From an optimization exercise on the open Yosys and OpenROAD flow, aimed at small area, a short achievable clock period and few clock cycles; shortcuts taken in it are not production practice. RTL that was checked went through simulation tests only; none was proved equivalent to the original.

zinc:
==> flow/design.v (excerpt) <==
module sqrt_u32(
        input             clk,
        input             rst_n,
        input             vld_in,
        input      [31:0] x,
        output reg        vld_out,
        output     [15:0] y
    );
==> module sqrt_u32, before the edit <==
module sqrt_u32(
        input             clk,
        input             rst_n,
        input             vld_in,
        input      [31:0] x,
        output reg        vld_out,
        output     [15:0] y
    );
    reg          busy;
    reg [3:0]    c;                         
    reg [16:0]   r;                         
    reg [12:0]   xh;                        
    reg [15:0]   z;                         
    assign y = z;
    function [32:0] step(input [32:0] rq, input [1:0] xx);
        reg [18:0] a;
        reg [18:0] b;
        reg [18:0] d;
        reg        s;
        begin
            s = rq[32];
            a = {rq[32:16], xx};
            b = {{2{~s}}, rq[14:0] ^ {15{~s}}, 1'b1, s};
            d = a + b + {18'd0, ~s};
            step = {d[16:0], rq[14:0], ~d[18]};
        end
    endfunction
    function [19:0] first(input [5:0] top);
        begin
            case (top)
            6'd0: first = {17'h1ffff, 3'd0};
            6'd1: first = {17'h00000, 3'd1};
            6'd2: first = {17'h00001, 3'd1};
            6'd3: first = {17'h00002, 3'd1};
            6'd4: first = {17'h1fffb, 3'd2};
            6'd5: first = {17'h1fffc, 3'd2};
            6'd6: first = {17'h1fffd, 3'd2};
            6'd7: first = {17'h1fffe, 3'd2};
            6'd8: first = {17'h1ffff, 3'd2};
            6'd9: first = {17'h00000, 3'd3};
            6'd10: first = {17'h00001, 3'd3};
            6'd11: first = {17'h00002, 3'd3};
            6'd12: first = {17'h00003, 3'd3};
            6'd13: first = {17'h00004, 3'd3};
            6'd14: first = {17'h00005, 3'd3};
            6'd15: first = {17'h00006, 3'd3};
            6'd16: first = {17'h1fff7, 3'd4};
            6'd17: first = {17'h1fff8, 3'd4};
            6'd18: first = {17'h1fff9, 3'd4};
            6'd19: first = {17'h1fffa, 3'd4};
            6'd20: first = {17'h1fffb, 3'd4};
            6'd21: first = {17'h1fffc, 3'd4};
            6'd22: first = {17'h1fffd, 3'd4};
            6'd23: first = {17'h1fffe, 3'd4};
            6'd24: first = {17'h1ffff, 3'd4};
            6'd25: first = {17'h00000, 3'd5};
            6'd26: first = {17'h00001, 3'd5};
            6'd27: first = {17'h00002, 3'd5};
            6'd28: first = {17'h00003, 3'd5};
            6'd29: first = {17'h00004, 3'd5};
            6'd30: first = {17'h00005, 3'd5};
            6'd31: first = {17'h00006, 3'd5};
            6'd32: first = {17'h00007, 3'd5};
            6'd33: first = {17'h00008, 3'd5};
            6'd34: first = {17'h00009, 3'd5};
            6'd35: first = {17'h0000a, 3'd5};
            6'd36: first = {17'h1fff3, 3'd6};
            6'd37: first = {17'h1fff4, 3'd6};
            6'd38: first = {17'h1fff5, 3'd6};
            6'd39: first = {17'h1fff6, 3'd6};
            6'd40: first = {17'h1fff7, 3'd6};
            6'd41: first = {17'h1fff8, 3'd6};
            6'd42: first = {17'h1fff9, 3'd6};
            6'd43: first = {17'h1fffa, 3'd6};
            6'd44: first = {17'h1fffb, 3'd6};
            6'd45: first = {17'h1fffc, 3'd6};
            6'd46: first = {17'h1fffd, 3'd6};
            6'd47: first = {17'h1fffe, 3'd6};
            6'd48: first = {17'h1ffff, 3'd6};
            6'd49: first = {17'h00000, 3'd7};
            6'd50: first = {17'h00001, 3'd7};
            6'd51: first = {17'h00002, 3'd7};
            6'd52: first = {17'h00003, 3'd7};
            6'd53: first = {17'h00004, 3'd7};
            6'd54: first = {17'h00005, 3'd7};
            6'd55: first = {17'h00006, 3'd7};
            6'd56: first = {17'h00007, 3'd7};
            6'd57: first = {17'h00008, 3'd7};
            6'd58: first = {17'h00009, 3'd7};
            6'd59: first = {17'h0000a, 3'd7};
            6'd60: first = {17'h0000b, 3'd7};
            6'd61: first = {17'h0000c, 3'd7};
            6'd62: first = {17'h0000d, 3'd7};
            6'd63: first = {17'h0000e, 3'd7};
            default: first = 20'd0;
            endcase
        end
    endfunction
    wire [14:0] valid = {(c[3] & c[2]),
                     (c[3] & (c[2] | (c[1] & c[0]))),
                     (c[3] & (c[2] | c[1])),
                     (c[3] & (c[2] | (c[1] | c[0]))),
                     c[3],
                     (c[3] | (c[2] & (c[1] & c[0]))),
                     (c[3] | (c[2] & c[1])),
                     (c[3] | (c[2] & (c[1] | c[0]))),
                     (c[3] | c[2]),
                     (c[3] | (c[2] | (c[1] & c[0]))),
                     (c[3] | (c[2] | c[1])),
                     (c[3] | (c[2] | (c[1] | c[0]))),
                     1'b1,
                     1'b1,
                     1'b1};
    wire [19:0] ld = first(x[31:26]);
    reg [32:0] it;                          
    integer k;
    always @* begin
        it = {r, 1'b0, z[14:0] & valid};
        for (k = 0; k < 1; k = k + 1)
            it = step(it, {xh[12-k], z[15-k]});
    end
    always @(posedge clk or negedge rst_n) begin
        if (!rst_n) begin
            busy    <= 1'b0;
            vld_out <= 1'b0;
        end else begin
            vld_out <= busy && c == 4'd12;
            if (!busy)
                busy <= vld_in;
            else if (c == 4'd12)
                busy <= 1'b0;
        end
    end
    always @(posedge clk) begin
        if (!busy) begin
            r  <= ld[19:3];
            xh <= {x[25], x[23], x[21], x[19], x[17], x[15], x[13], x[11], x[9], x[7], x[5], x[3], x[1]};
            z  <= {x[24], x[22], x[20], x[18], x[16], x[14], x[12], x[10], x[8], x[6], x[4], x[2], x[0], ld[2:0]};
            c  <= 4'd0;
        end else begin
            r  <= it[32:16];
            xh <= xh << 1;
            z  <= {z[14:0], it[0:0]};
            c  <= c + 4'd1;
        end
    end
endmodule
Settings: LEC_CHECK=0, CAP_MARGIN=20, CORE_MARGIN=2, CORE_UTILIZATION=40, SLEW_MARGIN=20; clock period 10.0 ns.
standard.sh (not shown) runs the stock make flow with config.mk's settings and CLKGATE_MAP_FILE= SYNTH_SCRIPT=/design/flow/synth_recipe.tcl, a recipe that flattens the netlist after the stock synthesis.
==> flow/flow/run.sh <==
#!/bin/bash
set -euo pipefail
MARGIN=$(cat flow/margin.txt)
bash standard.sh \
  "SETUP_SLACK_MARGIN=$MARGIN" \
  "BUFFER_PORTS_ARGS=-buffer_cell sky130_fd_sc_hd__buf_1" \
  finish > standard.log 2>&1
==> flow/flow/margin.txt <==
7.0
Testbench counts of zinc, summed over its fixed seeds: cycles 33,608.
For maple, these inputs were changed with respect to zinc:
--- a/flow/design.v
+++ b/flow/design.v
@@ -96,26 +96,31 @@
             endcase
         end
     endfunction
-    wire [14:0] valid = {(c[3] & c[2]),
-                     (c[3] & (c[2] | (c[1] & c[0]))),
-                     (c[3] & (c[2] | c[1])),
-                     (c[3] & (c[2] | (c[1] | c[0]))),
-                     c[3],
-                     (c[3] | (c[2] & (c[1] & c[0]))),
-                     (c[3] | (c[2] & c[1])),
-                     (c[3] | (c[2] & (c[1] | c[0]))),
-                     (c[3] | c[2]),
-                     (c[3] | (c[2] | (c[1] & c[0]))),
-                     (c[3] | (c[2] | c[1])),
-                     (c[3] | (c[2] | (c[1] | c[0]))),
-                     1'b1,
-                     1'b1,
-                     1'b1};
+    function [14:0] valid(input [3:0] cyc);
+        begin
+            case (cyc)
+            4'd0: valid = 15'b000000000000111;
+            4'd1: valid = 15'b000000000001111;
+            4'd2: valid = 15'b000000000011111;
+            4'd3: valid = 15'b000000000111111;
+            4'd4: valid = 15'b000000001111111;
+            4'd5: valid = 15'b000000011111111;
+            4'd6: valid = 15'b000000111111111;
+            4'd7: valid = 15'b000001111111111;
+            4'd8: valid = 15'b000011111111111;
+            4'd9: valid = 15'b000111111111111;
+            4'd10: valid = 15'b001111111111111;
+            4'd11: valid = 15'b011111111111111;
+            4'd12: valid = 15'b111111111111111;
+            default: valid = 15'h7fff;
+            endcase
+        end
+    endfunction
     wire [19:0] ld = first(x[31:26]);
     reg [32:0] it;                          
     integer k;
     always @* begin
-        it = {r, 1'b0, z[14:0] & valid};
+        it = {r, 1'b0, z[14:0] & valid(c)};
         for (k = 0; k < 1; k = k + 1)
             it = step(it, {xh[12-k], z[15-k]});
     end
==> summary.txt <==
- Worst setup path startpoint = x[26]: zinc; worst setup path startpoint = x[27]: maple
- From zinc to maple the numbers moved as follows: final cycle utilization of the critical path now sits at about the same level.
- Sequential portion of the cell area for maple is higher than for zinc.
- Compare zinc and maple | fraction of final layout cells with drive strength greater than 1 lower: zinc
- Going from zinc to maple, layout clock buffer count shows an increase of 6; minimum clock period after layout shows an increase of 7.3 ps.
For maple, only the layout was checked, not whether the RTL still works.

---

## v6
sqrt_u32, a different RTL version from the one above (not shown whole).
For scale: roughly 66 flip-flops, roughly 52 I/O pins.
==> module sqrt_u32, before the edit <==
module sqrt_u32(
        input             clk,
        input             rst_n,
        input             vld_in,
        input      [31:0] x,
        output reg        vld_out,
        output     [15:0] y
    );
    reg          busy;
    reg [3:0]    c;                         
    reg [16:0]   r;                         
    reg [13:0]   xh;                        
    reg [15:0]   z;                         
    assign y = z;
    function [32:0] step(input [32:0] rq, input [1:0] xx);
        reg [18:0] a;
        reg [18:0] b;
        reg [18:0] d;
        reg        s;
        begin
            s = rq[32];
            a = {rq[32:16], xx};
            b = {{2{~s}}, rq[14:0] ^ {15{~s}}, 1'b1, s};
            d = a + b + {18'd0, ~s};
            step = {d[16:0], rq[14:0], ~d[18]};
        end
    endfunction
    function [18:0] first(input [3:0] top);
        begin
            case (top)
            4'd0: first = {17'h1ffff, 2'd0};
            4'd1: first = {17'h00000, 2'd1};
            4'd2: first = {17'h00001, 2'd1};
            4'd3: first = {17'h00002, 2'd1};
            4'd4: first = {17'h1fffb, 2'd2};
            4'd5: first = {17'h1fffc, 2'd2};
            4'd6: first = {17'h1fffd, 2'd2};
            4'd7: first = {17'h1fffe, 2'd2};
            4'd8: first = {17'h1ffff, 2'd2};
            4'd9: first = {17'h00000, 2'd3};
            4'd10: first = {17'h00001, 2'd3};
            4'd11: first = {17'h00002, 2'd3};
            4'd12: first = {17'h00003, 2'd3};
            4'd13: first = {17'h00004, 2'd3};
            4'd14: first = {17'h00005, 2'd3};
            4'd15: first = {17'h00006, 2'd3};
            default: first = 19'd0;
            endcase
        end
    endfunction
    function [14:0] valid(input [3:0] cyc);
        begin
            case (cyc)
            4'd0: valid = 15'b000000000000011;
            4'd1: valid = 15'b000000000000111;
            4'd2: valid = 15'b000000000001111;
            4'd3: valid = 15'b000000000011111;
            4'd4: valid = 15'b000000000111111;
            4'd5: valid = 15'b000000001111111;
            4'd6: valid = 15'b000000011111111;
            4'd7: valid = 15'b000000111111111;
            4'd8: valid = 15'b000001111111111;
            4'd9: valid = 15'b000011111111111;
            4'd10: valid = 15'b000111111111111;
            4'd11: valid = 15'b001111111111111;
            4'd12: valid = 15'b011111111111111;
            4'd13: valid = 15'b111111111111111;
            default: valid = 15'h7fff;
            endcase
        end
    endfunction
    wire [18:0] ld = first(x[31:28]);
    reg [32:0] it;                          
    integer k;
    always @* begin
        it = {r, 1'b0, z[14:0] & valid(c)};
        for (k = 0; k < 1; k = k + 1)
            it = step(it, {xh[13-k], z[15-k]});
    end
    always @(posedge clk or negedge rst_n) begin
        if (!rst_n) begin
            busy    <= 1'b0;
            vld_out <= 1'b0;
        end else begin
            vld_out <= busy && c == 4'd13;
            if (!busy)
                busy <= vld_in;
            else if (c == 4'd13)
                busy <= 1'b0;
        end
    end
    always @(posedge clk) begin
        if (!busy) begin
            r  <= ld[18:2];
            xh <= {x[27], x[25], x[23], x[21], x[19], x[17], x[15], x[13], x[11], x[9], x[7], x[5], x[3], x[1]};
            z  <= {x[26], x[24], x[22], x[20], x[18], x[16], x[14], x[12], x[10], x[8], x[6], x[4], x[2], x[0], ld[1:0]};
            c  <= 4'd0;
        end else begin
            r  <= it[32:16];
            xh <= xh << 1;
            z  <= {z[14:0], it[0:0]};
            c  <= c + 4'd1;
        end
    end
endmodule
Settings: LEC_CHECK=0, CAP_MARGIN=20, CORE_MARGIN=2, CORE_UTILIZATION=40, SLEW_MARGIN=20; clock period 10.0 ns.
Scripts as last shown in full above: flow/flow/run.sh, flow/flow/margin.txt
Both conditions hold for v6: the flow ran to the end and the final layout passed the timing, design-rule and antenna checks.
What v7 does differently from v6 at the input level:
diff --git a/flow/design.v b/flow/design.v
--- a/flow/design.v
+++ b/flow/design.v
@@ -45,38 +45,18 @@
             4'd14: first = {17'h00005, 2'd3};
             4'd15: first = {17'h00006, 2'd3};
             default: first = 19'd0;
             endcase
         end
     endfunction
-    function [14:0] valid(input [3:0] cyc);
-        begin
-            case (cyc)
-            4'd0: valid = 15'b000000000000011;
-            4'd1: valid = 15'b000000000000111;
-            4'd2: valid = 15'b000000000001111;
-            4'd3: valid = 15'b000000000011111;
-            4'd4: valid = 15'b000000000111111;
-            4'd5: valid = 15'b000000001111111;
-            4'd6: valid = 15'b000000011111111;
-            4'd7: valid = 15'b000000111111111;
-            4'd8: valid = 15'b000001111111111;
-            4'd9: valid = 15'b000011111111111;
-            4'd10: valid = 15'b000111111111111;
-            4'd11: valid = 15'b001111111111111;
-            4'd12: valid = 15'b011111111111111;
-            4'd13: valid = 15'b111111111111111;
-            default: valid = 15'h7fff;
-            endcase
-        end
-    endfunction
+    wire [14:0] valid = {c >= 4'd13, c >= 4'd12, c >= 4'd11, c >= 4'd10, c >= 4'd9, c >= 4'd8, c >= 4'd7, c >= 4'd6, c >= 4'd5, c >= 4'd4, c >= 4'd3, c >= 4'd2, c >= 4'd1, 1'b1, 1'b1};
     wire [18:0] ld = first(x[31:28]);
     reg [32:0] it;                          
     integer k;
     always @* begin
-        it = {r, 1'b0, z[14:0] & valid(c)};
+        it = {r, 1'b0, z[14:0] & valid};
         for (k = 0; k < 1; k = k + 1)
             it = step(it, {xh[13-k], z[15-k]});
     end
     always @(posedge clk or negedge rst_n) begin
         if (!rst_n) begin
             busy    <= 1'b0;
--- outcome ---
v7 completed every stage of the flow, and the final layout passed the timing, design-rule and antenna checks. Setup slack of the most critical reg-to-reg path: v7 worse than v6. Max multi-input combinational area share across v7 and v6: v7. Via count: v7 vs v6 down 88. Register count in v7 is lower than in v6. Between v7 and v6, post-place instance area is lower for v7, v6 comes in above that. v7 vs v6 — average footprint of a synthesized cell dropped 3.5%. Delta (v7 minus v6): first-pass GRT wire length shows a reduction of 5.4%; count of standard-cell rows shows a reduction of 2; global routing usage on met3 shows a reduction of 0.93 points; design area shows a reduction of 7.3%. On worst hold slack, v7 tracks v6 almost exactly. Going from v6 to v7, the routed wire length was found to have gone down by 4.2%.
Function was not checked in any run of this note: the RTL went through the layout flow alone.

[what the ideal ports hide]
No port has a modelled driver above. Below, the same layouts with a new extraction and two added sets of constraints.
Step 1 assumes that a clkbuf_16 drives the clock port and a buf_2 every other input.
Step 2 adds t to the input delays and takes it off the output delays; t is the mean of the earliest and latest rising clock arrival at the registers after step 1. Input paths then give back, and output paths get back, about the clock's delay inside the block.
Three values: ideal, step 1, step 2; two values: the first two.
| run | shift t [ns] | slack for setup (ns) | worst setup path at the end |
|---|---|---|---|
| zinc | 0.335 | 7.071 / 7.077 / 6.744 | input to register |
| maple | 0.364 | 7.064 / 7.052 / 6.687 | input to register |
| v6 | 0.364 | 7.048 / 7.020 / 6.802 | input to register |
| v7 | 0.329 | 7.108 / 7.082 / 6.792 | input to register |
After both steps every run listed still meets setup and hold. For maple, which loses most, drivers alone change the setup slack by -0.012 ns; drivers and shift together by -0.377 ns.
